What follows belongs to an exercise in optimizing a design on an open flow for small area; a production flow would make more cautious choices. The RTL was checked by simulation tests, not by an equivalence proof against the original design. No driver is modelled on the clock port, so clocking that relies on it looks cheaper here than on a real chip. Power figures rest on the tool's default switching activity, not on a simulated workload.

===== flow/run.sh =====
#!/bin/bash
# Layout: the standard ORFS flow (standard.sh, standard synthesis unchanged) with three
# changes: the clock tree is built by flow/clock_tree.tcl (the clock port drives four
# clkbuf_8, one per quadrant of the flip-flops) in place of TritonCTS's H-tree; the port
# buffers use the smallest buffer cell; and the constant outputs keep the synthesis's two
# tie cells instead of one tie cell each. Each tool's output stays in orfs/logs;
# standard.sh's own output goes to standard.log.
set -euo pipefail
cd "$(dirname "$0")/.."
export PRE_CTS_TCL="$PWD/flow/clock_tree.tcl"
export CTS_ARGS="-sink_clustering_enable -repair_clock_nets -buf_list sky130_fd_sc_hd__clkbuf_8 -dont_use_dummy_load"
export BUFFER_PORTS_ARGS="-buffer_cell sky130_fd_sc_hd__buf_1"
export SKIP_REPAIR_TIE_FANOUT=1
bash standard.sh > standard.log 2>&1

===== flow/clock_tree.tcl =====
# Clock tree built by hand: the clock port drives four clkbuf_8 directly, each
# placed at the centre of one group of flip-flops (the flip-flops split at the median
# x, then each half at the median y) and driving that group's clock pins. TritonCTS
# then skips these nets; detailed placement legalizes the buffers.
set db [ord::get_db]
set block [ord::get_db_block]
set clk_net [$block findNet sysclk_100M]
set master [$db findMaster sky130_fd_sc_hd__clkbuf_8]
set items {}
foreach it [$clk_net getITerms] {
  if {![$it isInputSignal]} { continue }
  set loc [[$it getInst] getLocation]
  lappend items [list [lindex $loc 0] [lindex $loc 1] $it]
}
proc split_half {lst idx} {
  set s [lsort -integer -index $idx $lst]
  set h [expr {[llength $s] / 2}]
  return [list [lrange $s 0 [expr {$h - 1}]] [lrange $s $h end]]
}
set groups {}
foreach half [split_half $items 0] {
  foreach q [split_half $half 1] { lappend groups $q }
}
set skip [list sysclk_100M]
set i 0
foreach g $groups {
  set sx 0; set sy 0
  foreach it $g { set sx [expr {$sx + [lindex $it 0]}]; set sy [expr {$sy + [lindex $it 1]}] }
  set n [llength $g]
  set buf [odb::dbInst_create $block $master "clkq_buf_$i"]
  set net [odb::dbNet_create $block "clkq_net_$i"]
  $net setSigType CLOCK
  [$buf findITerm A] connect $clk_net
  [$buf findITerm X] connect $net
  foreach it $g {
    set iterm [lindex $it 2]
    $iterm disconnect
    $iterm connect $net
  }
  $buf setLocation [expr {$sx / $n}] [expr {$sy / $n}]
  $buf setPlacementStatus PLACED
  lappend skip "clkq_net_$i"
  incr i
}
global_connect
puts "hand-built clock tree: $i buffers of sky130_fd_sc_hd__clkbuf_8, nets $skip"
set_cts_config -skip_nets $skip
set_propagated_clock [all_clocks]

===== standard.sh =====
#!/bin/bash
# synth_recipe.tcl (not shown) runs the flow's synth.tcl, then flattens the netlist and writes it again
# the make line also repeats each setting of config.mk as NAME=value (left out here)
make -C /OpenROAD-flow-scripts/flow DESIGN_CONFIG=/design/flow/config.mk WORK_HOME=/design/flow/orfs CLKGATE_MAP_FILE= SYNTH_SCRIPT=/design/flow/synth_recipe.tcl "${@:-finish}"

===== config.mk =====
export PLATFORM = sky130hd
export DESIGN_NAME = SDRAM_arbit
export DESIGN_NICKNAME = SDRAM_arbit
export VERILOG_FILES = /design/flow/design.v
export SDC_FILE = /design/flow/constraint.sdc
export NUM_CORES = 4
export LEC_CHECK = 0
export CAP_MARGIN = 20
export CORE_MARGIN = 2
export CORE_UTILIZATION = 40
export SLEW_MARGIN = 20

===== constraint.sdc =====
create_clock -name core_clock -period 10.0 [get_ports {sysclk_100M}]
set_input_delay 2.0000 -clock core_clock [delete_from_list [all_inputs] [get_ports {sysclk_100M}]]
set_output_delay 2.0000 -clock core_clock [all_outputs]
set_load 0.01 [all_outputs]

===== design.v =====
module SDRAM_arbit(
    input                   sysclk_100M         ,
    input                   rst_n               ,
    output                  CKE                 ,
    output                  cs_n                ,
    output  reg             ras_n               ,
    output  reg             cas_n               ,
    output  reg             we_n                ,
    output          [12:0]  addr                ,
    output          [ 1:0]  ba                  ,
    output          [ 1:0]  dqm                 ,
    output          [15:0]  dq_o                ,
    output                  dq_oe               ,
    input           [15:0]  dq_i                ,
    input                   write_trig          ,
    output                  write_data_vld      ,
    input           [15:0]  w_dq                ,
    input                   read_trig           ,
    output                  read_data_vld       ,
    output          [15:0]  r_dq                ,
    output                  write_end
);
localparam  P_INIT  = 4'b0000,
            P_ARBI  = 4'b0001,       
            P_ARBF  = 4'b0010,       
            P_ARBS  = 4'b0011,       
            P_REF0  = 4'b0100,       
            P_REF   = 4'b0101,
            P_S0    = 4'b1000,       
            P_S1    = 4'b1001,
            P_A0    = 4'b1010,       
            P_A1    = 4'b1011,
            P_X     = 4'b1100,       
            P_P0    = 4'b1110,       
            P_P1    = 4'b1111;
localparam  ROW_LAST = 1440 - 1;
localparam  L_ZERO        = 10'b1110101100;    
localparam  L_INIT_FIRST  = 10'b0000011100;    
localparam  L_INIT_RELOAD = 10'b1110110111;    
localparam  L_REF_RELOAD  = 10'b0011011011;    
localparam  M_ONE         = 10'b0100111111;    
localparam  V_ONE         = 10'b0100010110;
localparam  M_INIT_PRE    = 10'b0101011100;    
localparam  V_INIT_PRE    = 10'b0000010000;
localparam  M_INIT_REF    = 10'b0111101001;    
localparam  V_INIT_REF    = 10'b0011001001;
localparam  M_REF_CMD     = 10'b0000000101;    
localparam  V_REF_CMD     = 10'b0000000001;
localparam  M_REF_END     = 10'b0100100000;    
localparam  V_REF_END     = 10'b0000100000;
reg  [3:0]  ph;
reg         flag;            
reg  [3:0]  wc;              
reg  [9:0]  dcnt;            
reg         wstat, rstat;    
reg         wtd, rtd;        
reg         wt1, rt1;        
reg         wend_q, rend_q;  
reg  [5:0]  wcol;            
reg  [10:0] wrow;
reg         wbank;
reg  [5:0]  rcol;            
reg  [10:0] rrow;
reg         rbank;
assign CKE   = 1'b1;
assign cs_n  = 1'b0;
assign dqm   = 2'b00;
assign dq_o  = w_dq;
assign r_dq  = dq_i;
wire init    = (ph == P_INIT);
wire arbi    = (ph == P_ARBI);
wire arb     = ~ph[3] & ~ph[2] & ph[1];             
wire ref0    = (ph == P_REF0);
wire in_ref  = ~ph[3] & ph[2];
wire sess    = ph[3];
wire s_act   = ph[3] & ~ph[2] & ph[1];
wire s_xfer  = ph[3] & ph[2] & ~ph[1];
wire s_pre0  = (ph == P_P0);
wire s_pre1  = (ph == P_P1);
wire wr      = flag;
wire d_zero  = (dcnt == L_ZERO);
wire d_lock  = (dcnt == 10'd0);      
wire d_one   = ((dcnt & M_ONE) == V_ONE);                    
wire ref_req = (d_zero | d_lock) & ~ref0;
wire rcol63  = (rcol == 6'd63);
wire wc0     = (wc == 4'd0);
wire w_b7    = s_xfer & wr & (wc[2:0] == 3'd7);     
wire w_rowend = w_b7 & (wcol == 6'd63);
wire w_lastrow = ((wrow & ROW_LAST) == ROW_LAST);    
wire w_frame = w_rowend & w_lastrow;
wire wend_c  = (s_xfer & wr & (wc[2:0] == 3'd6) & (wcol[4:0] == 5'd31)) | (~(s_act & wr) & wend_q);
wire w_bank_c = wbank ^ w_frame;
wire rc11    = (wc == 4'd11);                       
wire rc9     = (wc == 4'd9);
wire r_rowend = rc11 & rcol63;
wire r_lastrow = ((rrow & ROW_LAST) == ROW_LAST);
wire r_frame = r_rowend & r_lastrow;
wire rend_c  = (rc9 & (rcol[4:0] == 5'd31)) | (~(s_act & ~wr) & rend_q);
wire r_bank_c = r_frame ? ~wbank : rbank;
wire both    = wstat & rstat & wend_q & rend_q;
wire g_rd    = both ? flag : (~(wstat & rend_q) & rstat & wend_q);
wire g_wr    = both ? ~flag : (wstat & rend_q);
wire x_last  = w_b7 | rc11;                         
wire x_stop  = x_last & (d_lock | (wr ? (wend_q | w_rowend) : rend_q));
reg  [3:0]  ph_nx;
always @(*) begin
    if (init)
        ph_nx = (d_one & rcol63) ? P_ARBI : P_INIT;
    else if (arbi)
        ph_nx = P_REF0;
    else if (arb)
        ph_nx = ref_req ? P_REF0 : (g_rd | g_wr) ? P_S0 : ph;
    else if (ref0)
        ph_nx = P_REF;
    else if (in_ref)
        ph_nx = ((dcnt & M_REF_END) == V_REF_END) ? P_ARBF : P_REF;
    else if (s_xfer)
        ph_nx = x_stop ? P_P0 : P_X;
    else if (s_pre1)
        ph_nx = P_ARBS;
    else
        ph_nx = ph + 4'd1;      
end
wire        flag_nx = (arb & ~ref_req & (g_rd | g_wr)) ? g_wr : flag;
wire [3:0]  wc_nx   = (s_xfer & ~x_last) ? wc + 4'd1 : 4'd0;
wire [5:0]  wcol_nx = wcol + {5'd0, w_b7};
wire [9:0]  dcnt_nx = (ref0 | (init & d_zero)) ? (init ? L_INIT_RELOAD : L_REF_RELOAD) :
                      d_zero ? 10'd0 : {dcnt[8:0], dcnt[9] ^ dcnt[6]};
always @(posedge sysclk_100M)
    wc <= wc_nx;
always @(posedge sysclk_100M) begin
    wtd <= wt1;
    rtd <= rt1;
end
always @(posedge sysclk_100M) begin
    wrow <= ((w_frame | init) ? 11'd0 : wrow) + {10'd0, w_rowend & ~w_lastrow};
    rrow <= ((r_frame | init) ? 11'd0 : rrow) + {10'd0, r_rowend & ~r_lastrow};
end
always @(posedge sysclk_100M or negedge rst_n) begin
    if (!rst_n) begin
        ph     <= P_INIT;
        flag   <= 1'b0;
        dcnt   <= L_INIT_FIRST;
        wstat  <= 1'b0;
        rstat  <= 1'b0;
        wt1    <= 1'b0;
        rt1    <= 1'b0;
        wend_q <= 1'b0;
        rend_q <= 1'b1;
        wcol   <= 6'd0;
        wbank  <= 1'b0;
        rcol   <= 6'd0;
        rbank  <= 1'b0;
    end else begin
        ph     <= ph_nx;
        flag   <= flag_nx;
        dcnt   <= dcnt_nx;
        wstat  <= (s_pre1 & wr)  ? ~wend_q : (wstat | wtd);
        rstat  <= (s_pre1 & ~wr) ? ~rend_q : (rstat | rtd);
        wt1    <= write_trig;
        rt1    <= read_trig;
        wend_q <= wend_c;
        rend_q <= rend_c;
        wcol   <= wcol_nx;
        wbank  <= w_bank_c;
        rcol   <= rcol + {5'd0, rc11 | (init & (d_zero | (d_one & rcol63)))};
        rbank  <= r_bank_c;
    end
end
wire nx_xfer = ph_nx[3] & ph_nx[2] & ~ph_nx[1];
wire nx_act  = ph_nx[3] & ~ph_nx[2] & ph_nx[1];
assign dq_oe          = ph_nx[3] & flag_nx;
assign write_data_vld = nx_xfer & flag_nx;
assign read_data_vld  = nx_xfer & ~flag_nx & (wc_nx[3] | wc_nx[2]);
assign write_end      = (nx_xfer & flag_nx & (wc_nx[2:0] == 3'd6) & (wcol_nx[4:0] == 5'd31)) |
                        (~(nx_act & flag_nx) & wend_c);
reg  [10:0] addr_c;
reg         ba_c;
always @(*) begin
    {ras_n, cas_n, we_n} = 3'b111;
    addr_c = 11'h400;
    ba_c   = 1'b0;
    if (init) begin
        if (rcol63 & ((dcnt & M_INIT_PRE) == V_INIT_PRE)) {ras_n, cas_n, we_n} = 3'b010;
        if (rcol63 & ((dcnt & M_INIT_REF) == V_INIT_REF)) {ras_n, cas_n, we_n} = 3'b001;
        if (rcol63 & d_one) begin
            {ras_n, cas_n, we_n} = 3'b000;
            addr_c = 11'h033;
        end
    end else if (arbi) begin
        addr_c = 11'h033;
    end else if (in_ref | (ph == P_ARBF)) begin
        if (in_ref & ((dcnt & M_REF_CMD) == V_REF_CMD)) {ras_n, cas_n, we_n} = 3'b001;
        addr_c = 11'd0;
    end else begin
        if (ph == P_A0) {ras_n, cas_n, we_n} = 3'b011;
        if (s_xfer & wc0) {ras_n, cas_n, we_n} = {2'b10, ~wr};
        if (s_pre0) {ras_n, cas_n, we_n} = 3'b010;
        if (s_act)
            addr_c = wr ? wrow : rrow;
        else if (wr)
            addr_c = {s_pre0, 1'b0, wcol, wc[2:0]};
        else if (s_xfer)
            addr_c = {2'b00, rcol, 3'b000};
        ba_c = wr ? w_bank_c : r_bank_c;
    end
end
assign addr = {2'b00, addr_c};
assign ba   = {ba_c, 1'b0};
endmodule

==> results.yml, run 1 <==
status:
  outcome: "complete, no violations"
die:
  ios: 94
  die_w_um: 102
  die_h_um: 102
  floorplan.initialDensity_pct: 41.6
  core_area_um2: 9330
  fp-row-count: 35
  die_area_um2: 10500
sta:
  hold_violations: 0
  setup_viol: 0
  clock.fmax_ghz: 0.204
  finalCriticalPeriod_ns: 4.90
  worst_pin_slew_ns: 0.866
  fin_setup_tns_ns: 0
  slew_headroom_pct: 42.3
  fin_skew_ns: 0.00361
  postLayoutSetupSlackWorst_ns: 5.10
  drv_slew: 0
  finalCritPeriodShare_pct: 49.0
  rsz0062_at_grt: "false"
critical_path:
  reg2reg_to: "wrow[10]"
  cp_max_fo: 21
  arrival_ns: 2.90
  cp-start-kind: "flop"
  reg2reg_depth: 11
  cp-end-kind: "output port"
  ff2ff_setup_slack_ns: 6.86
  r2r_start: "ph[2]"
  critPathRequiredTime_ns: 8.00
  path_class: "reg2out"
synth:
  synth_seq_area_share_pct: 37.2
  yosysUniqueCellTypes: 66
  synth_area_um2: 3880
  avgSynthCellArea_um2: 8.70
  synthFlopType: "dfrtp_1"
  synth_seq_cells: 63
  ys_async_sr_fraction_pct: 55.6
  synth-edff-count: 0
  ys_warn_count: 1
  syn-num-nets: 499
  syn_inst: 446
cts:
  cts_resized: 0
  cts_setup_buffers: 0
  ctsHoldBuffers: 0
  path_clk_slew_ns: 0.10
  insertion_delay_ns: 0.15
finish:
  syn2layout_area_growth_pct: -1.26
  antenna_cells: 0
  final_nets: 476
  design_area_um2: 3830
  drive_gt1_share_pct: 5.94
  stdcell_count: 550
place:
  place_ws_ns: 5.28
  dp_cells: 545
  globalplace.congestion: 0.870
  place_hpwl_mm: 6.79
  placed_area_um2: 3770
  portBuffers: 22
worst_hold_path:
  hold_start: "rt1"
  hold_class: "reg2reg"
  worstHoldEndpoint: "rtd"
  min_path_cells: 0
detailed_routing:
  dr.pass1.iters: 4
  drc: 0
  vias: 3005
  wl_mm: 8.95
  ant_nets: 0
  drt-initial-drc-count: 190
  vias_per_cell: 5.46
  wl_per_cell_um: 16.3
pwr:
  vdd_ir_drop_max_uv: 61.4
  power_mw: 0.358
  power_density_nw_per_um2: 93.4
  leakage_nw: 1.48
global_routing:
  antenna_found_initial: 0
  grt_pass1_vias: 2818
  grt_pass1_wl_mm: 14.3
  grt_max_degree: 40
  grt_usage_pct: 16.9
  grt_overflow_total: 0
flow_run:
  drv_cap: 0
[critical path, cell delays in order (launching register included)]
cell	delay, ns
dfrtp_1	0.77
and3b_2	0.46
and3_1	0.19
ha_1	0.18
ha_1	0.19
nand3_1	0.10
xnor2_1	0.21
nand4_1	0.12
nor3b_1	0.21
o21bai_1	0.14
buf_1	0.17
[cell usage in the layout, fill, tap and decap left out, types with 3 or more instances in the layout]
master / count
and3_1: 9
a31oi_1: 4
nor3_1: 7
and2_1: 6
dfstp_2: 4
nor2b_1: 3
a221oi_1: 3
or3_1: 3
buf_1: 21
o21ai_0: 17
a21oi_1: 18
xor2_1: 17
nor3b_1: 4
mux2i_1: 12
nand2_1: 46
dfrtp_1: 31
xnor2_1: 10
nand4_1: 14
ha_1: 17
a211oi_1: 8
clkbuf_8: 4
inv_1: 14
dfxtp_1: 28
nor2_1: 52
nand3_1: 21
[sequential cells by signal, summed over array words and instances, names as in the netlist, 4 cells and up]
name,flops
rrow,11
wrow,11
dcnt,10
rcol,6
wcol,6
ph,4
wc,4
[worst max-delay path by stage]
stage	from	to	depth (start not counted)
after CTS	ph[2]	write_end	10
after global routing	ph[2]	write_end	10
final	ph[2]	write_end	10
after global placement	ph[2]	write_end	10
after floorplan	ph[1]	write_end	11
after detailed placement	ph[2]	write_end	10
[area by class of cell]
class | count | area, µm²
Buffer | 4 | 55.1
Fill cell | 987 | 5500
Inverter | 14 | 52.6
Multi-Input combinational cell | 316 | 2020
Sequential cell | 63 | 1440
Tap cell | 129 | 161
Timing Repair Buffer | 24 | 98.8
[power by group]
part | internal [mW] | switching [mW] | leakage, nW
Clock | 0.0371 | 0.0624 | 0.0288
Combinational | 0.000302 | 0.00389 | 0.775
Sequential | 0.254 | 0.000231 | 0.680
Total | 0.291 | 0.0666 | 1.48
[cells in the mapped netlist, drive strengths merged (2+ instances only)]
master	number	area share, %
a211oi	9	1.9
a21o	2	0.39
a21oi	18	2.3
a221oi	3	0.68
a311oi	2	0.61
a31o	2	0.45
a31oi	4	0.65
a41oi	2	0.65
and2	6	0.97
and3	9	1.5
buf	50	9.1
clkbuf	3	0.29
conb	2	0.19
dfrtp	31	20
dfstp	4	2.7
dfxtp	28	14
ha	17	5.5
inv	14	1.4
mux2i	12	3.1
nand2	47	4.6
nand3	21	2.7
nand3b	2	0.39
nand4	14	2.3
nand4b	2	0.45
nor2	52	5.0
nor2b	3	0.48
nor3	8	1.2
nor3b	5	1.1
nor4	3	0.87
nor4b	2	0.45
o21ai	18	2.3
or3	4	0.77
xnor2	11	2.7
xor2	17	3.8
[logic make-up (layout without fill, tap and decap cells)]
group / Yosys count / count (layout) / share of synthesized area (%)
other: 2 / 2 / 0.194
adder cells (fa/ha/maj): 17 / 17 / 5.48
flip-flops: 63 / 63 / 37.2
multiplexers: 12 / 12 / 3.10
buffers and inverters: 67 / 42 / 10.7
AO/OA/AOI/OAI: 73 / 73 / 12.8
XOR/XNOR: 28 / 28 / 6.52
AND/OR/NAND/NOR: 184 / 184 / 24.0
[stage by stage]
stage	hold WS (ns)	util [%]
2_1_floorplan	0.324	-
3_3_place_gp	0.336	40.4
3_5_place_dp	0.330	40.4
4_1_cts	0.364	41.0
5_1_grt	0.369	41.1
6_report	0.361	41.1
[routing by layer]
metal  vias to the layer above  track usage [%]  share of wire [%]
met5                         -                0                  0
met4                         0             3.18                1.5
met3                        20             1.57                5.0
met2                        63             26.9                 45
met1                      1438             25.1                 49
li1                       1484                -                  -
==> run 2: changes to the inputs <==
--- a/design.v
+++ b/design.v
@@ -55,7 +55,7 @@
 reg         wstat, rstat;    
 reg         wtd, rtd;        
 reg         wt1, rt1;        
-reg         wend_q, rend_q;  
+reg         wend_q;          
 reg  [5:0]  wcol;            
 reg  [10:0] wrow;
 reg         wbank;
@@ -91,17 +91,17 @@
 wire wend_c  = (s_xfer & wr & (wc[2:0] == 3'd6) & (wcol[4:0] == 5'd31)) | (~(s_act & wr) & wend_q);
 wire w_bank_c = wbank ^ w_frame;
 wire rc11    = (wc == 4'd11);                       
-wire rc9     = (wc == 4'd9);
 wire r_rowend = rc11 & rcol63;
 wire r_lastrow = ((rrow & ROW_LAST) == ROW_LAST);
 wire r_frame = r_rowend & r_lastrow;
-wire rend_c  = (rc9 & (rcol[4:0] == 5'd31)) | (~(s_act & ~wr) & rend_q);
+wire rend_idle = (rcol[4:0] == 5'd0);
+wire rend_last = (rcol[4:0] == 5'd31);
 wire r_bank_c = r_frame ? ~wbank : rbank;
-wire both    = wstat & rstat & wend_q & rend_q;
-wire g_rd    = both ? flag : (~(wstat & rend_q) & rstat & wend_q);
-wire g_wr    = both ? ~flag : (wstat & rend_q);
+wire both    = wstat & rstat & wend_q & rend_idle;
+wire g_rd    = both ? flag : (~(wstat & rend_idle) & rstat & wend_q);
+wire g_wr    = both ? ~flag : (wstat & rend_idle);
 wire x_last  = w_b7 | rc11;                         
-wire x_stop  = x_last & (d_lock | (wr ? (wend_q | w_rowend) : rend_q));
+wire x_stop  = x_last & (d_lock | (wr ? (wend_q | w_rowend) : rend_last));
 reg  [3:0]  ph_nx;
 always @(*) begin
     if (init)
@@ -146,7 +146,6 @@
         wt1    <= 1'b0;
         rt1    <= 1'b0;
         wend_q <= 1'b0;
-        rend_q <= 1'b1;
         wcol   <= 6'd0;
         wbank  <= 1'b0;
         rcol   <= 6'd0;
@@ -156,11 +155,10 @@
         flag   <= flag_nx;
         dcnt   <= dcnt_nx;
         wstat  <= (s_pre1 & wr)  ? ~wend_q : (wstat | wtd);
-        rstat  <= (s_pre1 & ~wr) ? ~rend_q : (rstat | rtd);
+        rstat  <= (s_pre1 & ~wr) ? ~rend_idle : (rstat | rtd);
         wt1    <= write_trig;
         rt1    <= read_trig;
         wend_q <= wend_c;
-        rend_q <= rend_c;
         wcol   <= wcol_nx;
         wbank  <= w_bank_c;
         rcol   <= rcol + {5'd0, rc11 | (init & (d_zero | (d_one & rcol63)))};
--- a/flow/run.sh
+++ b/flow/run.sh
@@ -1,7 +1,8 @@
 #!/bin/bash
 # Layout: the standard ORFS flow (standard.sh, standard synthesis unchanged) with three
 # changes: the clock tree is built by flow/clock_tree.tcl (the clock port drives four
-# clkbuf_8, one per quadrant of the flip-flops) in place of TritonCTS's H-tree; the port
+# clock buffers, one per quadrant of the flip-flops, each a clkbuf_8 unless its
+# quadrant needs a clkbuf_16) in place of TritonCTS's H-tree; the port
 # buffers use the smallest buffer cell; and the constant outputs keep the synthesis's two
 # tie cells instead of one tie cell each. Each tool's output stays in orfs/logs;
 # standard.sh's own output goes to standard.log.
--- a/flow/clock_tree.tcl
+++ b/flow/clock_tree.tcl
@@ -1,7 +1,3 @@
-# Clock tree built by hand: the clock port drives four clkbuf_8 directly, each
-# placed at the centre of one group of flip-flops (the flip-flops split at the median
-# x, then each half at the median y) and driving that group's clock pins. TritonCTS
-# then skips these nets; detailed placement legalizes the buffers.
 set db [ord::get_db]
 set block [ord::get_db_block]
 set clk_net [$block findNet sysclk_100M]
@@ -43,6 +39,27 @@
   incr i
 }
 global_connect
+
+# upsize the buffer of any group whose clock pins would see too slow a clock edge
+set_propagated_clock [all_clocks]
+estimate_parasitics -placement
+set big [$db findMaster sky130_fd_sc_hd__clkbuf_16]
+for {set k 0} {$k < $i} {incr k} {
+  set buf [$block findInst "clkq_buf_$k"]
+  set worst 0.0
+  foreach it [[$block findNet "clkq_net_$k"] getITerms] {
+    if {![$it isInputSignal]} { continue }
+    set pin [get_pins "[[$it getInst] getName]/[[$it getMTerm] getName]"]
+    set sl [get_property $pin slew_max]
+    if {$sl > $worst} { set worst $sl }
+  }
+  if {$worst > 0.110} {
+    $buf swapMaster $big
+    puts "clock buffer clkq_buf_$k: estimated slew [format %.1f [expr {$worst * 1000}]] ps, now clkbuf_16"
+  } else {
+    puts "clock buffer clkq_buf_$k: estimated slew [format %.1f [expr {$worst * 1000}]] ps"
+  }
+}
 puts "hand-built clock tree: $i buffers of sky130_fd_sc_hd__clkbuf_8, nets $skip"
 set_cts_config -skip_nets $skip
 set_propagated_clock [all_clocks]
==> results.yml, run 2 <==
die:
  core_area_um2: 9280
  fp-row-count: 35
  die_w_um: 102
  die_area_um2: 10400
  floorplan.initialDensity_pct: 41.4
  ios: 94
  die_h_um: 102
global_routing:
  grt_max_degree: 38
  grt_overflow_total: 0
  grt_pass1_wl_mm: 14.2
  grt_pass1_vias: 2801
  grt_usage_pct: 16.7
  antenna_found_initial: 0
finish:
  final_common_cell: "nor2_1"
  drive_gt1_share_pct: 6.54
  final_cell_mix: "nor2_1, nand2_1, dfrtp_1, nand3_1, dfxtp_1"
  syn2layout_area_growth_pct: -1.30
  antenna_cells: 0
  largest_registers: "rrow: 11 flops, wrow: 11 flops, dcnt: 10 flops"
  final_nets: 467
detailed_routing:
  dr.pass1.iters: 4
  wl_per_cell_um: 16.3
  wl_mm: 8.84
  drt-initial-drc-count: 178
  vias_per_cell: 5.43
  drc: 0
  vias: 2942
  ant_nets: 0
place:
  place_hpwl_mm: 6.66
  globalplace.congestion: 0.894
  portBuffers: 22
sta:
  fin_skew_ns: 0.00778
  finalCriticalPeriod_ns: 4.92
  finalCritPeriodShare_pct: 49.2
  drv_slew: 0
  setup_viol: 0
  fin_setup_tns_ns: 0
  hold_violations: 0
  worst_pin_slew_ns: 0.857
  slew_headroom_pct: 42.9
  clock.fmax_ghz: 0.203
  rsz0062_at_grt: "false"
worst_hold_path:
  hold_class: "reg2reg"
  hold_start: "rt1"
  min_path_cells: 0
  worstHoldEndpoint: "rtd"
critical_path:
  path_cells: "nand3b_1 > nor2_1 > ha_1 > ha_1 > nand3_1 > xnor2_1 > nand2_1 > nor4b_1 > a31oi_1 > o21ai_1 > buf_1"
  arrival_ns: 2.92
  reg2reg_to: "wrow[8]"
  timing.critical_path.slowest_cell_delay_ns: 0.88
  ff2ff_setup_slack_ns: 6.81
  critPathRequiredTime_ns: 8.00
  slowest_stage: "dfrtp_1"
  path_class: "reg2out"
  cp-end-kind: "output port"
  cp-startpoint: "ph[2]"
  cp_max_fo: 27
  r2r_start: "ph[2]"
  cp_common_cell: "ha_1"
  cp-start-kind: "flop"
  reg2reg_depth: 11
pwr:
  vdd_ir_drop_max_uv: 70.1
  leakage_nw: 1.49
  power_mw: 0.355
  power_density_nw_per_um2: 93.7
synth:
  synth.area.top_cells: "dfrtp_1, dfxtp_1, buf_4"
  synth_area_um2: 3840
  synth_common_cells: "nor2_1, nand2_1, buf_4, dfrtp_1"
  yosysMostFrequentCell: "nor2_1"
  synth_top_area_share_pct: 20.2
  syn_inst: 440
  synth-edff-count: 0
  avgSynthCellArea_um2: 8.73
  ys_async_sr_fraction_pct: 54.8
  synth_seq_cells: 62
  ys_warn_count: 1
  synth_top_area_cell: "dfrtp_1"
  synthFlopType: "dfrtp_1"
  synth_seq_area_share_pct: 36.8
  syn-num-nets: 492
  yosysUniqueCellTypes: 67
cts:
  cts_setup_buffers: 0
  path_clk_slew_ns: 0.10
  cts_resized: 0
  ctsHoldBuffers: 0
  insertion_delay_ns: 0.16
flow_run:
  drv_cap: 0
status:
  outcome: "complete, no violations"
## run 2: cell count changes after synthesis, moves of 4 or more
cell / before / now
nor2_1: 52 / 45
o21ai_0: 17 / 12
clkbuf_1: 3 / 8
nand4_1: 14 / 6
nand3_1: 21 / 28
xnor2_1: 10 / 15
nand2_1: 46 / 41
xor2_1: 17 / 13
## run 2: cell families after synthesis
group | synth area share, %
AND/OR/NAND/NOR | 24.4
AO/OA/AOI/OAI | 12.3
buffers and inverters | 10.7
flip-flops | 36.8
XOR/XNOR | 6.38
adder cells (fa/ha/maj) | 5.21
multiplexers | 3.94
other | 0.195
## run 2: power breakdown
part	total [mW]	leakage (nW)	switching (mW)	internal [mW]
Combinational	0.00418	0.796	0.00388	0.000303
Sequential	0.250	0.670	0.000156	0.250
Clock	0.101	0.0288	0.0640	0.0371
Total	0.355	1.49	0.0681	0.287
## run 2: cell type report
type                            count  area (µm²)
Inverter                           14        53.8
Timing Repair Buffer               23        91.3
Multi-Input combinational cell    310        2020
Buffer                              4        55.1
Fill cell                         986        5490
Sequential cell                    62        1420
Tap cell                          129         161
## run 2: worst max-delay path: cells and delay by family (launching register included)
kind            cells  cell delay [ns]
flops               1             0.88
simple gates        5             0.81
fa+ha+maj           2             0.40
compound gates      2             0.25
xor+xnor            1             0.23
buf+inv             1             0.17
## run 2: worst max path at each step
stage | endpoint | slack [ns] | cells after the start
6_report | write_end | 5.08 | 11
5_1_grt | write_end | 4.76 | 11
4_1_cts | write_end | 5.07 | 11
3_5_place_dp | write_end | 5.27 | 11
3_3_place_gp | write_end | 5.35 | 11
2_1_floorplan | dq_o[0] | 5.88 | 1
## run 2: per-stage QoR
stage          setup slack [ns]  instance area [µm²]  utilization [%]  hold slack, ns  cells
4_1_cts                    5.07                 3790             40.8           0.353    542
5_1_grt                    4.76                 3790             40.8           0.359    542
3_5_place_dp               5.27                 3740             40.3           0.329    538
2_1_floorplan              5.88                 3840                -           0.324    440
3_3_place_gp               5.35                 3740             40.3           0.327    538
6_report                   5.08                 3790             40.8           0.349    542
## run 2: routing by layer
layer  global-route usage (%)  wire, µm  vias up
li1                         -         -     1446
met1                     24.6      4100     1391
met2                     27.2      4010       84
met3                     1.50       576       21
met4                     3.08       156        0
met5                        0         0        -
==> run 3: changes to the inputs <==
--- a/design.v
+++ b/design.v
@@ -35,15 +35,13 @@
             P_P1    = 4'b1111;
 localparam  ROW_LAST = 1440 - 1;
 localparam  L_ZERO        = 10'b1110101100;    
-localparam  L_INIT_FIRST  = 10'b0000011100;    
+localparam  L_INIT_FIRST  = 10'b0000111000;    
 localparam  L_INIT_RELOAD = 10'b1110110111;    
 localparam  L_REF_RELOAD  = 10'b0011011011;    
-localparam  M_ONE         = 10'b0100111111;    
-localparam  V_ONE         = 10'b0100010110;
-localparam  M_INIT_PRE    = 10'b0101011100;    
-localparam  V_INIT_PRE    = 10'b0000010000;
-localparam  M_INIT_REF    = 10'b0111101001;    
-localparam  V_INIT_REF    = 10'b0011001001;
+localparam  M_INIT_PRE    = 10'b1010111000;    
+localparam  V_INIT_PRE    = 10'b0000100000;
+localparam  M_INIT_REF    = 10'b1111010010;    
+localparam  V_INIT_REF    = 10'b0110010010;
 localparam  M_REF_CMD     = 10'b0000000101;    
 localparam  V_REF_CMD     = 10'b0000000001;
 localparam  M_REF_END     = 10'b0100100000;    
@@ -80,7 +78,6 @@
 wire wr      = flag;
 wire d_zero  = (dcnt == L_ZERO);
 wire d_lock  = (dcnt == 10'd0);      
-wire d_one   = ((dcnt & M_ONE) == V_ONE);                    
 wire ref_req = (d_zero | d_lock) & ~ref0;
 wire rcol63  = (rcol == 6'd63);
 wire wc0     = (wc == 4'd0);
@@ -105,7 +102,7 @@
 reg  [3:0]  ph_nx;
 always @(*) begin
     if (init)
-        ph_nx = (d_one & rcol63) ? P_ARBI : P_INIT;
+        ph_nx = (d_zero & rcol63) ? P_ARBI : P_INIT;
     else if (arbi)
         ph_nx = P_REF0;
     else if (arb)
@@ -124,7 +121,7 @@
 wire        flag_nx = (arb & ~ref_req & (g_rd | g_wr)) ? g_wr : flag;
 wire [3:0]  wc_nx   = (s_xfer & ~x_last) ? wc + 4'd1 : 4'd0;
 wire [5:0]  wcol_nx = wcol + {5'd0, w_b7};
-wire [9:0]  dcnt_nx = (ref0 | (init & d_zero)) ? (init ? L_INIT_RELOAD : L_REF_RELOAD) :
+wire [9:0]  dcnt_nx = (ref0 | (init & d_zero & ~rcol63)) ? (init ? L_INIT_RELOAD : L_REF_RELOAD) :
                       d_zero ? 10'd0 : {dcnt[8:0], dcnt[9] ^ dcnt[6]};
 always @(posedge sysclk_100M)
     wc <= wc_nx;
@@ -161,7 +158,7 @@
         wend_q <= wend_c;
         wcol   <= wcol_nx;
         wbank  <= w_bank_c;
-        rcol   <= rcol + {5'd0, rc11 | (init & (d_zero | (d_one & rcol63)))};
+        rcol   <= rcol + {5'd0, rc11 | (init & d_zero)};
         rbank  <= r_bank_c;
     end
 end
@@ -181,7 +178,7 @@
     if (init) begin
         if (rcol63 & ((dcnt & M_INIT_PRE) == V_INIT_PRE)) {ras_n, cas_n, we_n} = 3'b010;
         if (rcol63 & ((dcnt & M_INIT_REF) == V_INIT_REF)) {ras_n, cas_n, we_n} = 3'b001;
-        if (rcol63 & d_one) begin
+        if (rcol63 & d_zero) begin
             {ras_n, cas_n, we_n} = 3'b000;
             addr_c = 11'h033;
         end
==> results.yml, run 3 <==
place:
  place_hpwl_mm: 6.62
  place_ws_ns: 5.31
  portBuffers: 22
  dp_cells: 509
  globalplace.congestion: 0.879
global_routing:
  grt_pass1_wl_mm: 14.6
  grt_pass1_vias: 2797
  grt_overflow_total: 0
  antenna_found_initial: 0
  grt_usage_pct: 17.3
  grt_max_degree: 35
cts:
  cts_setup_buffers: 0
  ctsHoldBuffers: 0
  path_clk_slew_ns: 0.10
  cts_resized: 0
  insertion_delay_ns: 0.16
pwr:
  p_seq_share_pct: 70.9
  switching_share_pct: 18.6
  power.share.clock_pct: 27.9
  switchingPower_mw: 0.0654
  power.internal_mw: 0.287
  power_density_nw_per_um2: 95.6
  leakage_nw: 1.49
  p_comb_share_pct: 1.2
  vdd_ir_drop_max_uv: 81.6
sta:
  clock.fmax_ghz: 0.206
  worst_pin_slew_ns: 0.993
  postLayoutSetupSlackWorst_ns: 5.13
  finalCriticalPeriod_ns: 4.87
  holdWs_ns: 0.351
  fin_skew_ns: 0.0141
  finalCritPeriodShare_pct: 48.7
  fin_setup_tns_ns: 0
  hold_violations: 0
  rsz0062_at_grt: "false"
  setup_viol: 0
  slew_headroom_pct: 33.8
  drv_slew: 0
finish:
  drive_gt1_share_pct: 4.73
  fillers: 963
  final_nets: 456
  final_common_cell: "nor2_1"
  largest_registers: "rrow: 11 flops, wrow: 11 flops, dcnt: 10 flops"
  stdcell_count: 513
  final_cell_mix: "nor2_1, nand2_1, dfrtp_1, nand3_1, dfxtp_1"
  fin_util_pct: 40.1
  antenna_cells: 0
  syn2layout_area_growth_pct: -2.55
die:
  die_h_um: 101
  die_w_um: 101
  die_area_um2: 10200
  ios: 94
  core_area_um2: 9200
  fp-row-count: 35
  floorplan.initialDensity_pct: 41.1
detailed_routing:
  vias_per_cell: 5.82
  vias: 2987
  wl_mm: 8.81
  drt-initial-drc-count: 207
  ant_nets: 0
  drc: 0
  dr.pass1.iters: 5
  wl_per_cell_um: 17.2
critical_path:
  critPathRequiredTime_ns: 8.00
  cp_max_fo: 13
  path_class: "reg2out"
  reg2reg_depth: 9
  cp-end-kind: "output port"
  cp-start-kind: "flop"
  arrival_ns: 2.87
synth:
  synth_seq_area_share_pct: 37.4
  avgSynthCellArea_um2: 8.78
  synth_area_um2: 3780
  synthFlopType: "dfrtp_1"
  synth.area.top_cells: "dfrtp_1, dfxtp_1, buf_4"
  synth_top_area_share_pct: 20.5
  synth_top_area_cell: "dfrtp_1"
  syn-num-nets: 483
  synth-edff-count: 0
  ys_async_sr_fraction_pct: 54.8
  yosysUniqueCellTypes: 59
  ys_warn_count: 1
  synth_seq_cells: 62
  synth_common_cells: "buf_4, nor2_1, nand2_1, dfrtp_1, nand3_1"
  syn_inst: 431
worst_hold_path:
  hold_class: "reg2reg"
  min_path_cells: 0
status:
  outcome: "complete, no violations"
flow_run:
  drv_cap: 0
==> run 3: worst max-delay path: stages, from the launching register on <==
cell and delay (ns):
dfrtp_1 0.59, inv_1 0.14, ha_1 0.29, nor2_1 0.18, nor3_1 0.16, or4_4 0.61, o32ai_4 0.25, a41oi_1 0.14
a31oi_1 0.17, buf_1 0.17
==> run 3: layout make-up <==
| cell class | instances | area, µm² | area share [%] |
|---|---|---|---|
| inverter | 12 | 45.0 | 1.22 |
| timing repair buffer | 22 | 83.8 | 2.27 |
| buffer | 4 | 55.1 | 1.49 |
| multi-input combinational | 302 | 1950 | 52.9 |
| tap | 111 | 139 | 3.77 |
| sequential | 62 | 1420 | 38.4 |
==> run 3: path summary, 6_finish.rpt <==
path                       startpoint        end  slack (ns)
min reg2reg                       wt1        wtd        0.35
max                             ph[1]  write_end        5.13
max in group asynchronous       rst_n      wbank        7.47
max reg2reg                      flag   wrow[10]        6.78
min                               wt1        wtd        0.35
min in group asynchronous       rst_n    dcnt[6]        1.95
==> run 3: power by group through the flow <==
stage	clock [mW]	combinational, mW	sequential [mW]
after floorplan	0	0.0164	0.255
after global placement	0	0.00463	0.255
after detailed placement	0	0.00469	0.255
after CTS	0.103	0.00468	0.250
after global routing	0.113	0.00516	0.250
final	0.0982	0.00429	0.250
==> run 3: cell families (layout without fill, tap and decap cells) <==
group | count (synthesis) | count (layout) | share of synthesized area (%)
multiplexers | 8 | 8 | 2.12
other | 2 | 2 | 0.199
XOR/XNOR | 28 | 28 | 6.48
AO/OA/AOI/OAI | 78 | 78 | 14.5
buffers and inverters | 67 | 38 | 11.1
AND/OR/NAND/NOR | 170 | 170 | 22.9
flip-flops | 62 | 62 | 37.4
adder cells (fa/ha/maj) | 16 | 16 | 5.29
==> run 3: per-stage QoR <==
stage	power, mW	area [µm²]
final	0.352	3690
after global routing	0.368	3690
after CTS	0.357	3690
after detailed placement	0.260	3630
after global placement	0.260	3630
after floorplan	0.271	3780
==> run 3: metal layers <==
metal	vias to the layer above	part of all wire, %	track usage, %
met5	-	0	0
met4	0	2.0	3.53
met3	21	4.7	1.79
met2	85	43	26.2
met1	1449	50	26.7
li1	1432	-	-
==> run 4: changes to the inputs <==
==> flow/run.sh (replaced) <==
#!/bin/bash
# Layout: the standard ORFS flow (standard.sh) with these changes:
# - synthesis: the standard flow's own synthesis script with flow/synth_overrides.tcl inserted, which
#   maps adders ripple-carry and runs ABC with an area script (flow/area.abc); the
#   flip-flops and their names are the standard synthesis's;
# - clock tree: flow/clock_tree.tcl, in place of TritonCTS's H-tree: the clock port drives
#   four clock buffers, one per quadrant of the flip-flops, each a clkbuf_8 unless its
#   quadrant needs a clkbuf_16;
# - port buffers: the smallest buffer cell;
# - constant outputs: the synthesis's two tie cells, not one tie cell per output.
# Each tool's output stays in orfs/logs; the make run's own output goes to standard.log.
set -euo pipefail
cd "$(dirname "$0")/.."
{ head -n 1 synth_recipe.tcl; cat flow/synth_overrides.tcl; tail -n +2 synth_recipe.tcl; } > flow_synth.tcl
sed "s#SYNTH_SCRIPT=[^ ]*#SYNTH_SCRIPT=$PWD/flow_synth.tcl#" standard.sh > flow_standard.sh
grep -q "SYNTH_SCRIPT=$PWD/flow_synth.tcl" flow_standard.sh
export FLOW_AREA_ABC="$PWD/flow/area.abc"
export PRE_CTS_TCL="$PWD/flow/clock_tree.tcl"
export CTS_ARGS="-sink_clustering_enable -repair_clock_nets -buf_list sky130_fd_sc_hd__clkbuf_8 -dont_use_dummy_load"
export BUFFER_PORTS_ARGS="-buffer_cell sky130_fd_sc_hd__buf_1"
export SKIP_REPAIR_TIE_FANOUT=1
bash flow_standard.sh > standard.log 2>&1
==> flow/area.abc (new file) <==
strash
dc2
strash
&get -n
&dch -f
&nf -p -F 8 -A 4 -R 1000
&put
==> flow/synth_overrides.tcl (new file) <==
# Inserted by flow/run.sh into the standard flow's synthesis script (synth_recipe.tcl) right after
# its first line, before ORFS's synth.tcl runs. Only the combinational mapping changes;
# the flip-flop mapping, names and everything else stay the standard synthesis's.
#
# Adders: Yosys's default ripple-carry map instead of ORFS's Kogge-Stone extra map
# (synth.tcl adds that map only while SYNTH_OPERATIONS_ARGS is empty).
set ::env(SYNTH_OPERATIONS_ARGS) " "
# ABC: an area-oriented script (flow/area.abc) without ORFS's delay target, which
# reaches ABC as 10 ps because the clock period is given in ns.
proc abc {args} {
  set keep {}
  set skip 0
  foreach a $args {
    if {$skip} { set skip 0; continue }
    if {$a eq "-script" || $a eq "-D"} { set skip 1; continue }
    lappend keep $a
  }
  yosys abc -script $::env(FLOW_AREA_ABC) {*}$keep
}
==> results.yml, run 4 <==
sta:
  clock.fmax_ghz: 0.192
  setup_viol: 0
  rsz0062_at_grt: "false"
  finalCritPeriodShare_pct: 52.0
  slew_headroom_pct: 35.5
  postLayoutSetupSlackWorst_ns: 4.80
  fin_skew_ns: 0.00718
  worst_pin_slew_ns: 0.957
  hold_violations: 0
  fin_setup_tns_ns: 0
  finalCriticalPeriod_ns: 5.20
  drv_slew: 0
synth:
  synth_top_area_cell: "dfrtp_1"
  synth.area.top_cells: "dfrtp_1, dfxtp_1, ha_1"
  synth_area_um2: 3530
  syn-num-nets: 452
  yosysMostFrequentCell: "nand2_1"
  synthFlopType: "dfrtp_1"
  avgSynthCellArea_um2: 9.13
  synth_top_area_share_pct: 21.9
  syn_inst: 387
  synth_common_cells: "nand2_1, buf_4, dfrtp_1, ha_1, dfxtp_1"
  yosysUniqueCellTypes: 44
  synth_seq_area_share_pct: 40.0
  ys_warn_count: 1
  synth-edff-count: 0
  ys_async_sr_fraction_pct: 54.8
  synth_seq_cells: 62
pwr:
  power_density_nw_per_um2: 101
  power.share.clock_pct: 28.3
  power.internal_mw: 0.287
  p_comb_share_pct: 1.2
  leakage_nw: 1.58
  switchingPower_mw: 0.0671
  p_seq_share_pct: 70.6
  switching_share_pct: 18.9
  power_mw: 0.354
  vdd_ir_drop_max_uv: 89.2
critical_path:
  arrival_ns: 3.20
  cp_max_fo: 15
  cp-start-kind: "flop"
  reg2reg_depth: 12
  cp-end-kind: "output port"
  path_class: "reg2out"
  critPathRequiredTime_ns: 8.00
detailed_routing:
  drc: 0
  ant_nets: 0
  wl_mm: 8.11
  vias_per_cell: 5.64
  vias: 2723
  wl_per_cell_um: 16.8
  drt-initial-drc-count: 164
  dr.pass1.iters: 5
place:
  dp_cells: 479
  portBuffers: 22
  globalplace.congestion: 0.894
  place_hpwl_mm: 6.15
  place_ws_ns: 5.06
die:
  floorplan.initialDensity_pct: 40.9
  core_area_um2: 8640
  fp-row-count: 34
  die_w_um: 98.0
  ios: 94
  die_h_um: 98.0
  die_area_um2: 9600
finish:
  largest_registers: "rrow: 11 flops, wrow: 11 flops, dcnt: 10 flops"
  drive_gt1_share_pct: 2.67
  syn2layout_area_growth_pct: -0.319
  stdcell_count: 483
  sequential_cell_area_um2: 1420
  final_common_cell: "nand2_1"
  final_cell_mix: "nand2_1, dfrtp_1, ha_1, dfxtp_1, a21oi_1"
  fin_util_pct: 40.8
  multi_input_area_um2: 1790
  final_nets: 442
  fillers: 876
  antenna_cells: 0
flow_run:
  drv_cap: 0
global_routing:
  grt_busiest_layer: "met2"
  met1_usage_pct: 23.2
  antenna_found_initial: 0
  grt_pass1_vias: 2735
  grtUsageMet3_pct: 1.57
  grt_pass1_wl_mm: 13.6
  grt_usage_pct: 16.6
  grt_max_degree: 35
  gr-usage-met2_pct: 27.7
  grt_overflow_total: 0
cts:
  cts_setup_buffers: 0
  insertion_delay_ns: 0.16
  path_clk_slew_ns: 0.10
  cts_resized: 0
  ctsHoldBuffers: 0
worst_hold_path:
  min_path_cells: 0
  hold_class: "reg2reg"
status:
  outcome: "complete, no violations"
run 4: layout make-up:
cell class	instances	share of cell area (%)
Buffer	4	1.56
Timing Repair Buffer	24	2.81
Inverter	8	0.852
Multi-Input combinational cell	277	50.8
Sequential cell	62	40.2
Tap cell	108	3.84
run 4: stage by stage:
step | hold WS [ns] | area [µm²]
6_report | 0.350 | 3520
5_1_grt | 0.366 | 3520
4_1_cts | 0.354 | 3520
3_5_place_dp | 0.330 | 3470
3_3_place_gp | 0.326 | 3460
2_1_floorplan | 0.324 | 3530
run 4: path summary, 6_finish.rpt:
kind,start,end,slack (ns)
min in group asynchronous,rst_n,dcnt[0],1.92
max in group asynchronous,rst_n,rcol[1],7.54
worst min register to register,rt1,rtd,0.35
worst min-delay path,rt1,rtd,0.35
worst max-delay path,ph[2],write_end,4.80
worst max register to register,ph[2],wrow[9],6.20
run 4: cells by family (layout without fill, tap and decap cells):
family	Yosys count	after routing	share of synthesized area, %
multiplexers	9	9	2.58
AND/OR/NAND/NOR	153	153	21.8
AO/OA/AOI/OAI	66	66	11.3
buffers and inverters	48	36	9.35
other	2	2	0.212
flip-flops	62	62	40.0
XOR/XNOR	18	18	4.46
adder cells (fa/ha/maj)	29	29	10.3
run 4: critical path: stages (launching register included):
cell and delay [ns]:
dfrtp_1 0.57, nand2_1 0.12, nor2_1 0.71, and3_1 0.33, ha_1 0.17, ha_1 0.17, and3_1 0.16, ha_1 0.23
and3_1 0.18, nand4_1 0.09, nand4b_1 0.11, nand2_1 0.05, buf_1 0.12
run 4: power by group through the flow:
stage,Clock [mW],Sequential [mW],Combinational [mW]
after floorplan,0,0.255,0.0164
after global placement,0,0.255,0.00436
after detailed placement,0,0.255,0.00440
after CTS,0.104,0.250,0.00441
after global routing,0.111,0.250,0.00502
final,0.100,0.250,0.00415
run 4: metal layers:
layer	up-vias	share of wire (%)	wire, µm
met1	1298	46	3720
met2	97	46	3740
met5	-	0	0
met4	0	2.7	217
li1	1306	-	-
met3	22	5.3	433
==> run 5: changes to the inputs <==
--- a/flow/run.sh
+++ b/flow/run.sh
@@ -1,8 +1,9 @@
 #!/bin/bash
 # Layout: the standard ORFS flow (standard.sh) with these changes:
 # - synthesis: the standard flow's own synthesis script with flow/synth_overrides.tcl inserted, which
-#   maps adders ripple-carry and runs ABC with an area script (flow/area.abc); the
-#   flip-flops and their names are the standard synthesis's;
+#   maps adders ripple-carry, leaves them to ABC instead of adder cells, and runs ABC
+#   with an area script (flow/area.abc); the flip-flops and their names are the
+#   standard synthesis's;
 # - clock tree: flow/clock_tree.tcl, in place of TritonCTS's H-tree: the clock port drives
 #   four clock buffers, one per quadrant of the flip-flops, each a clkbuf_8 unless its
 #   quadrant needs a clkbuf_16;
==> flow/area.abc (replaced) <==
strash
dc2
strash
&get -n
&dch -f
&nf -p -F 8 -A 4 -R 1000
&put
strash
dc2
strash
&get -n
&dch -f
&nf -p -F 8 -A 4 -R 1000
&put
strash
dc2
strash
&get -n
&dch -f
&nf -p -F 8 -A 4 -R 1000
&put
--- a/flow/synth_overrides.tcl
+++ b/flow/synth_overrides.tcl
@@ -3,9 +3,13 @@
 # the flip-flop mapping, names and everything else stay the standard synthesis's.
 #
 # Adders: Yosys's default ripple-carry map instead of ORFS's Kogge-Stone extra map
-# (synth.tcl adds that map only while SYNTH_OPERATIONS_ARGS is empty).
+# (synth.tcl adds that map only while SYNTH_OPERATIONS_ARGS is empty), and no
+# extraction of half and full adders into adder cells ahead of ABC, so that ABC maps
+# them together with the logic around them.
 set ::env(SYNTH_OPERATIONS_ARGS) " "
-# ABC: an area-oriented script (flow/area.abc) without ORFS's delay target, which
+set ::env(ADDER_MAP_FILE) ""
+# ABC: an area-oriented script (flow/area.abc: three rounds of rewriting, choice
+# computation and area-recovering mapping) without ORFS's delay target, which
 # reaches ABC as 10 ps because the clock period is given in ns.
 proc abc {args} {
   set keep {}
==> results.yml, run 5 <==
status:
  outcome: "complete, no violations"
finish:
  drive_gt1_share_pct: 2.65
  fin_util_pct: 41.4
  final_common_cell: "nor2_1"
  final_nets: 415
  stdcell_count: 479
  final_cell_mix: "nor2_1, nand2_1, a21oi_1, dfrtp_1, dfxtp_1"
  syn2layout_area_growth_pct: -0.578
  fillers: 802
  largest_registers: "rrow: 11 flops, wrow: 11 flops, dcnt: 10 flops"
  design_area_um2: 3230
  antenna_cells: 0
synth:
  synth_seq_area_share_pct: 43.6
  synth_top_area_cell: "dfrtp_1"
  syn-num-nets: 425
  synth_top_area_share_pct: 23.9
  ys_warn_count: 1
  synth_seq_cells: 62
  yosysUniqueCellTypes: 42
  avgSynthCellArea_um2: 8.35
  synth.area.top_cells: "dfrtp_1, dfxtp_1, buf_4"
  synthFlopType: "dfrtp_1"
  synth_area_um2: 3250
  syn_inst: 389
  synth_common_cells: "nor2_1, nand2_1, buf_4, a21oi_1, dfrtp_1"
  ys_async_sr_fraction_pct: 54.8
  synth-edff-count: 0
  yosysMostFrequentCell: "nor2_1"
detailed_routing:
  vias: 2680
  vias_per_cell: 5.59
  wl_mm: 7.56
  drt-initial-drc-count: 170
  dr.pass1.iters: 4
  ant_nets: 0
  wl_per_cell_um: 15.8
  drc: 0
place:
  place_hpwl_mm: 5.67
  portBuffers: 22
  dp_cells: 475
  globalplace.congestion: 0.834
  placed_area_um2: 3170
cts:
  cts_resized: 0
  cts_setup_buffers: 0
  insertion_delay_ns: 0.16
  path_clk_slew_ns: 0.10
  ctsHoldBuffers: 0
sta:
  worst_pin_slew_ns: 0.871
  holdWs_ns: 0.351
  fin_skew_ns: 0.0117
  rsz0062_at_grt: "false"
  finalCritPeriodShare_pct: 53.0
  drv_slew: 0
  hold_violations: 0
  setup_viol: 0
  clock.fmax_ghz: 0.189
  finalCriticalPeriod_ns: 5.30
  fin_setup_tns_ns: 0
  slew_headroom_pct: 41.9
critical_path:
  cp-startpoint: "ph[2]"
  arrival_ns: 3.30
  cp-start-kind: "flop"
  ff2ff_setup_slack_ns: 5.58
  cp-end-kind: "output port"
  r2r_start: "ph[2]"
  reg2reg_depth: 19
  critPathRequiredTime_ns: 8.00
  reg2reg_to: "wrow[9]"
  path_class: "reg2out"
  timing.critical_path.to: "write_end"
  cp_max_fo: 14
die:
  die_w_um: 94.1
  die_h_um: 94.1
  ios: 94
  die_area_um2: 8860
  fp-row-count: 32
  core_area_um2: 7810
  floorplan.initialDensity_pct: 41.6
pwr:
  p_seq_share_pct: 70.5
  vdd_ir_drop_max_uv: 47.3
  p_comb_share_pct: 1.2
  switching_share_pct: 19.0
  power.internal_mw: 0.287
  leakage_nw: 1.35
  switchingPower_mw: 0.0675
  power_density_nw_per_um2: 110
  power.share.clock_pct: 28.4
global_routing:
  grt_pass1_wl_mm: 12.1
  grt_usage_pct: 16.8
  grt_overflow_total: 0
  grt_pass1_vias: 2376
  antenna_found_initial: 0
  grt_max_degree: 35
flow_run:
  drv_cap: 0
worst_hold_path:
  hold_class: "reg2reg"
-- run 5: cell families after synthesis --
group | count (synthesis) | synth area share [%]
AND/OR/NAND/NOR | 179 | 27.0
other | 2 | 0.231
flip-flops | 62 | 43.6
XOR/XNOR | 11 | 2.97
AO/OA/AOI/OAI | 89 | 16.3
buffers and inverters | 46 | 9.94
-- run 5: through the flow --
stage	power [mW]	worst slack, ns
after floorplan	0.271	5.40
after detailed placement	0.260	4.89
final	0.355	4.70
after global routing	0.371	4.23
after global placement	0.260	5.03
after CTS	0.357	4.68
-- run 5: worst min-delay path by stage --
stage	cells after the start	end	from
final	0	rtd	rt1
after detailed placement	0	rtd	rt1
after global placement	0	rtd	rt1
after floorplan	0	rtd	rt1
after global routing	0	wtd	wt1
after CTS	0	rtd	rt1
-- run 5: area by class of cell --
| class | count | area (µm²) | area share (%) |
|---|---|---|---|
| flip-flops and latches | 62 | 1420 | 43.8 |
| plain buffers | 4 | 55.1 | 1.70 |
| multi-input cells | 281 | 1510 | 46.8 |
| inverters | 6 | 22.5 | 0.697 |
| repair buffers | 24 | 98.8 | 3.06 |
| well taps | 102 | 128 | 3.95 |
-- run 5: metal layers --
layer / global-route usage, % / share of wire, % / up-vias
met3: 1.12 / 4.8 / 18
met1: 24.5 / 47 / 1267
met5: 0 / 0 / -
met4: 3.74 / 2.3 / 0
li1: - / - / 1327
met2: 27.1 / 46 / 68
-- run 5: critical path, stage by stage, from the launching register on --
cell and delay (ns):
dfrtp_1 0.58, nand2_1 0.17, nor2_1 0.31, nand4_1 0.17
nor2b_1 0.37, nand2_1 0.16, nor2_1 0.27, and4_1 0.31
o21ai_0 0.09, o2111ai_1 0.16, a21oi_1 0.13, and3_1 0.17
nand3_1 0.08, nand2_1 0.05, buf_1 0.12
-- run 5: power groups by stage --
stage | registers [mW] | logic [mW] | clock network (mW)
detailed placement | 0.255 | 0.00446 | 0
global placement | 0.255 | 0.00441 | 0
floorplan | 0.255 | 0.0164 | 0
CTS | 0.250 | 0.00446 | 0.103
finish | 0.250 | 0.00419 | 0.101
global route | 0.250 | 0.00511 | 0.116
==> run 6: changes to the inputs <==
--- a/design.v
+++ b/design.v
@@ -34,18 +34,18 @@
             P_P0    = 4'b1110,       
             P_P1    = 4'b1111;
 localparam  ROW_LAST = 1440 - 1;
-localparam  L_ZERO        = 10'b1110101100;    
-localparam  L_INIT_FIRST  = 10'b0000111000;    
-localparam  L_INIT_RELOAD = 10'b1110110111;    
-localparam  L_REF_RELOAD  = 10'b0011011011;    
-localparam  M_INIT_PRE    = 10'b1010111000;    
-localparam  V_INIT_PRE    = 10'b0000100000;
-localparam  M_INIT_REF    = 10'b1111010010;    
-localparam  V_INIT_REF    = 10'b0110010010;
-localparam  M_REF_CMD     = 10'b0000000101;    
-localparam  V_REF_CMD     = 10'b0000000001;
-localparam  M_REF_END     = 10'b0100100000;    
-localparam  V_REF_END     = 10'b0000100000;
+localparam  L_ZERO        = 10'b0000000001;    
+localparam  L_INIT_FIRST  = 10'b0100111110;    
+localparam  L_INIT_RELOAD = 10'b1010111001;    
+localparam  L_REF_RELOAD  = 10'b0111011111;    
+localparam  M_INIT_PRE    = 10'b0100110111;    
+localparam  V_INIT_PRE    = 10'b0000010010;
+localparam  M_INIT_REF    = 10'b0100011111;    
+localparam  V_INIT_REF    = 10'b0000001000;
+localparam  M_REF_CMD     = 10'b0000100010;    
+localparam  V_REF_CMD     = 10'b0000000010;
+localparam  M_REF_END     = 10'b0000000110;    
+localparam  V_REF_END     = 10'b0000000010;
 reg  [3:0]  ph;
 reg         flag;            
 reg  [3:0]  wc;              
@@ -76,9 +76,10 @@
 wire s_pre0  = (ph == P_P0);
 wire s_pre1  = (ph == P_P1);
 wire wr      = flag;
-wire d_zero  = (dcnt == L_ZERO);
-wire d_lock  = (dcnt == 10'd0);      
-wire ref_req = (d_zero | d_lock) & ~ref0;
+wire d_low   = (dcnt[9:1] == 9'd0);   
+wire d_zero  = d_low & dcnt[0];
+wire d_lock  = d_low & ~dcnt[0];      
+wire ref_req = d_low & ~ref0;
 wire rcol63  = (rcol == 6'd63);
 wire wc0     = (wc == 4'd0);
 wire w_b7    = s_xfer & wr & (wc[2:0] == 3'd7);     
--- a/config.mk
+++ b/config.mk
@@ -5,7 +5,7 @@
 export SDC_FILE = /design/flow/constraint.sdc
 export NUM_CORES = 4
 export LEC_CHECK = 0
-export CAP_MARGIN = 20
+export CAP_MARGIN = 0
 export CORE_MARGIN = 2
 export CORE_UTILIZATION = 40
-export SLEW_MARGIN = 20
+export SLEW_MARGIN = 0
==> results.yml, run 6 <==
flow_run:
  drv_cap: 0
status:
  outcome: "complete, no violations"
pwr:
  p_seq_share_pct: 70.5
  switchingPower_mw: 0.0674
  power.share.clock_pct: 28.4
  p_comb_share_pct: 1.2
  switching_share_pct: 19.0
  vdd_ir_drop_max_uv: 80.3
  power_density_nw_per_um2: 111
  leakage_nw: 1.28
  power.internal_mw: 0.287
sta:
  rsz0062_at_grt: "false"
  setup_viol: 0
  worst_pin_slew_ns: 0.916
  hold_violations: 0
  fin_setup_tns_ns: 0
  postLayoutSetupSlackWorst_ns: 4.70
  clock.fmax_ghz: 0.189
  finalCritPeriodShare_pct: 53.0
  finalCriticalPeriod_ns: 5.30
  drv_slew: 0
  slew_headroom_pct: 38.5
  fin_skew_ns: 0.0106
detailed_routing:
  dr.pass1.iters: 5
  drt-initial-drc-count: 185
  drc: 0
  wl_per_cell_um: 15.8
  vias: 2576
  vias_per_cell: 5.59
  ant_nets: 0
  wl_mm: 7.27
finish:
  drive_gt1_share_pct: 3.90
  final_common_cell: "nor2_1"
  design_area_um2: 3210
  largest_registers: "rrow: 11 flops, wrow: 11 flops, dcnt: 10 flops"
  final_nets: 397
  syn2layout_area_growth_pct: -0.350
  final_cell_mix: "nor2_1, a21oi_1, dfrtp_1, dfxtp_1, nand2_1"
  antenna_cells: 0
place:
  place_ws_ns: 4.97
  place_hpwl_mm: 5.48
  globalplace.congestion: 0.877
  portBuffers: 22
  placed_area_um2: 3150
die:
  fp-row-count: 32
  die_area_um2: 8780
  die_h_um: 93.7
  floorplan.initialDensity_pct: 41.4
  core_area_um2: 7770
  ios: 94
  die_w_um: 93.7
global_routing:
  grt_overflow_total: 0
  grt_pass1_vias: 2354
  grt_usage_pct: 17.0
  grt_pass1_wl_mm: 12.2
  grt_max_degree: 35
  antenna_found_initial: 0
cts:
  insertion_delay_ns: 0.16
  cts_setup_buffers: 0
  path_clk_slew_ns: 0.10
  cts_resized: 0
  ctsHoldBuffers: 0
worst_hold_path:
  hold_class: "reg2reg"
synth:
  synth_top_area_share_pct: 21.8
  synth_seq_area_share_pct: 44.1
  avgSynthCellArea_um2: 8.69
  synth-edff-count: 0
  ys_warn_count: 1
  synthFlopType: "dfxtp_1"
  synth_common_cells: "nor2_1, buf_4, a21oi_1, dfrtp_1, dfxtp_1"
  syn-num-nets: 406
  synth.area.top_cells: "dfrtp_1, dfxtp_1, buf_4"
  synth_top_area_cell: "dfrtp_1"
  synth_area_um2: 3220
  yosysUniqueCellTypes: 42
  yosysMostFrequentCell: "nor2_1"
  synth_seq_cells: 62
  syn_inst: 370
  ys_async_sr_fraction_pct: 54.8
critical_path:
  arrival_ns: 3.30
  cp-start-kind: "flop"
  cp_max_fo: 16
  cp-end-kind: "output port"
  critPathRequiredTime_ns: 8.00
  path_class: "reg2out"
-- run 6: logic make-up (layout without fill, tap and decap cells) --
family,Yosys count,count (layout),synth area share [%]
compound gates,101,101,19.9
xor+xnor,9,9,2.45
buf+inv,48,37,10.3
flops,62,62,44.1
simple gates,148,148,23.1
other cells,2,2,0.233
-- run 6: metal layers --
layer	vias up	share of wire, %	GRT usage [%]
li1	1280	-	-
met2	58	46	27.8
met4	0	1.0	2.05
met1	1228	48	25.2
met3	10	5.7	1.77
met5	-	0	0
-- run 6: cell type report --
type | count | area (µm²)
Fill cell | 817 | 4560
Tap cell | 102 | 128
Buffer | 4 | 55.1
Multi-Input combinational cell | 260 | 1470
Timing Repair Buffer | 25 | 106
Inverter | 8 | 30.0
Sequential cell | 62 | 1420
-- run 6: stage by stage --
stage                     utilization, %  hold WS (ns)  power [mW]  cells
final                               41.3         0.348       0.355    461
after global placement              40.6         0.326       0.260    457
after global routing                41.3         0.373       0.369    461
after CTS                           41.3         0.349       0.358    461
after detailed placement            40.6         0.328       0.260    457
after floorplan                        -         0.324       0.271    370
-- run 6: path summary, 6_finish.rpt --
kind / from / endpoint / slack (ns) / cells past startpoint
setup / recovery: ph[2] / write_end / 4.70 / 15
hold / removal: rt1 / rtd / 0.35 / 0
setup reg to reg: ph[2] / wrow[10] / 5.85 / 16
hold reg to reg: rt1 / rtd / 0.35 / 0
max in group asynchronous: rst_n / rcol[0] / 7.54 / 1
min in group asynchronous: rst_n / ph[3] / 1.93 / 1
-- run 6: worst max-delay path: stages, from the launching register on --
cell and delay (ns):
dfrtp_1 0.61, nand2_1 0.17, or2_0 0.32, nor2_1 0.26
and4_1 0.31, nor2b_1 0.30, nand2_1 0.15, nand3b_1 0.10
o21ai_0 0.12, o311ai_0 0.14, a21oi_1 0.15, nor2_1 0.16
nor3_1 0.08, nand4_1 0.09, nand2_1 0.05, buf_1 0.13
-- run 6: power by group through the flow --
stage	registers [mW]	clock network (mW)	logic [mW]
finish	0.250	0.101	0.00410
global route	0.250	0.114	0.00507
CTS	0.250	0.104	0.00443
detailed placement	0.255	0	0.00442
global placement	0.255	0	0.00436
floorplan	0.255	0	0.0164
==> run 7: changes to the inputs <==
--- a/config.mk
+++ b/config.mk
@@ -5,7 +5,7 @@
 export SDC_FILE = /design/flow/constraint.sdc
 export NUM_CORES = 4
 export LEC_CHECK = 0
-export CAP_MARGIN = 0
+export CAP_MARGIN = 20
 export CORE_MARGIN = 2
 export CORE_UTILIZATION = 40
-export SLEW_MARGIN = 0
+export SLEW_MARGIN = 20
==> results.yml, run 7 <==
cts:
  ctsHoldBuffers: 0
  insertion_delay_ns: 0.16
  path_clk_slew_ns: 0.10
  cts_resized: 0
  cts_setup_buffers: 0
critical_path:
  arrival_ns: 3.30
  critPathBufInv: 1
  cp-start-kind: "flop"
  r2r_start: "ph[2]"
  critPathRequiredTime_ns: 8.00
  cp_common_cell: "nand2_1"
  slowest_stage: "dfrtp_1"
  path_class: "reg2out"
  timing.critical_path.slowest_cell_delay_ns: 0.61
  path_cells: "nand2_1 > or2_0 > nor2_1 > and4_1 > nor2b_1 > nand2_1 > nand3b_1 > o21ai_0 > o311ai_0 > a21oi_1 > nor2_1 > nor3_1 > nand4_1 > nand2_1 > buf_1"
  critical_path.top_delay_family: "simple AND/OR/NAND/NOR gates"
  cp-end-kind: "output port"
  cp-startpoint: "ph[2]"
  cp_max_fo: 16
global_routing:
  grt_usage_pct: 17.0
  grt_max_degree: 35
  grt_pass1_wl_mm: 12.2
  grt_overflow_total: 0
  antenna_found_initial: 0
  grt_pass1_vias: 2354
sta:
  finalCritPeriodShare_pct: 53.0
  fin_setup_tns_ns: 0
  setup_viol: 0
  fin_skew_ns: 0.0106
  drv_slew: 0
  finalCriticalPeriod_ns: 5.30
  holdWs_ns: 0.348
  rsz0062_at_grt: "false"
  slew_headroom_pct: 38.5
  clock.fmax_ghz: 0.189
  worst_pin_slew_ns: 0.916
  hold_violations: 0
synth:
  synth_top_area_cell: "dfrtp_1"
  yosysMostFrequentCell: "nor2_1"
  synth_seq_area_share_pct: 44.1
  syn-num-nets: 406
  synthFlopType: "dfxtp_1"
  synth.area.top_cells: "dfrtp_1, dfxtp_1, buf_4"
  synth_top_area_share_pct: 21.8
  synth_common_cells: "nor2_1, buf_4, a21oi_1, dfrtp_1, dfxtp_1"
  synth_seq_cells: 62
  syn_inst: 370
  synth-edff-count: 0
  synth_area_um2: 3220
  ys_async_sr_fraction_pct: 54.8
  avgSynthCellArea_um2: 8.69
  yosysUniqueCellTypes: 42
  ys_warn_count: 1
detailed_routing:
  vias_per_cell: 5.59
  wl_per_cell_um: 15.8
  dr.pass1.iters: 5
  drc: 0
  ant_nets: 0
  vias: 2576
  drt-initial-drc-count: 185
  wl_mm: 7.27
place:
  dp_cells: 457
  placed_area_um2: 3150
  globalplace.congestion: 0.877
  portBuffers: 22
  place_hpwl_mm: 5.48
finish:
  final_common_cell: "nor2_1"
  multi_input_area_um2: 1470
  sequential_cell_area_um2: 1420
  syn2layout_area_growth_pct: -0.350
  antenna_cells: 0
  final_cell_mix: "nor2_1, a21oi_1, dfrtp_1, dfxtp_1, nand2_1"
  stdcell_count: 461
  drive_gt1_share_pct: 3.90
  largest_registers: "rrow: 11 flops, wrow: 11 flops, dcnt: 10 flops"
  design_area_um2: 3210
  final_nets: 397
  fillers: 817
flow_run:
  drv_cap: 0
die:
  core_area_um2: 7770
  die_w_um: 93.7
  floorplan.initialDensity_pct: 41.4
  ios: 94
  fp-row-count: 32
  die_area_um2: 8780
  die_h_um: 93.7
worst_hold_path:
  hold_start: "rt1"
  hold_class: "reg2reg"
pwr:
  power_density_nw_per_um2: 111
  leakage_nw: 1.28
  vdd_ir_drop_max_uv: 80.3
status:
  outcome: "complete, no violations"
run 7: logic make-up after synthesis:
group	share of synthesized area (%)
and+or+nand+nor	23.1
AOI/OAI and AO/OA	19.9
DFF	44.1
buffers and inverters	10.3
xor gates and xnor gates	2.45
other	0.233
run 7: path summary, 6_finish.rpt:
check	to	cells after the start	slack, ns
max	write_end	15	4.70
min	rtd	0	0.35
max reg2reg	wrow[10]	16	5.85
min reg2reg	rtd	0	0.35
max in group asynchronous	rcol[0]	1	7.54
min in group asynchronous	ph[3]	1	1.93
run 7: worst reg2reg max path: cells and delay by family (launching register included):
family	cells	cell delay, ns
AND/OR/NAND/NOR	14	3.07
flip-flops	1	0.61
buffers and inverters	1	0.18
AO/OA/AOI/OAI	1	0.18
run 7: per-layer routing:
layer | GRT usage (%) | share of wire, %
met1 | 25.2 | 48
met2 | 27.8 | 46
met3 | 1.77 | 5.7
met4 | 2.05 | 1.0
met5 | 0 | 0
run 7: cell type report:
class,count,area share (%)
flip-flops and latches,62,44.3
multi-input cells,260,45.8
plain buffers,4,1.72
well taps,102,3.98
inverters,8,0.937
repair buffers,25,3.32
run 7: per-stage QoR:
stage               total power [mW]  util (%)  setup slack [ns]
global route                   0.369      41.3              4.31
finish                         0.355      41.3              4.70
detailed placement             0.260      40.6              4.97
global placement               0.260      40.6              5.07
CTS                            0.358      41.3              4.73
floorplan                      0.271         -              5.39
run 7: report_power, final:
group          total, mW  switching (mW)  internal [mW]
clock              0.101          0.0634         0.0371
combinational    0.00410         0.00380       0.000304
sequential         0.250        0.000182          0.250
total              0.355          0.0674          0.287

Re-timed with assumed drivers on the ports (clkbuf_16 on the clock, buf_2 on other inputs), run 7 has 4.643 ns of setup slack against 4.704 ns with ideal ports, and 4.856 ns once port delays also move by the mid clock arrival of 0.213 ns.
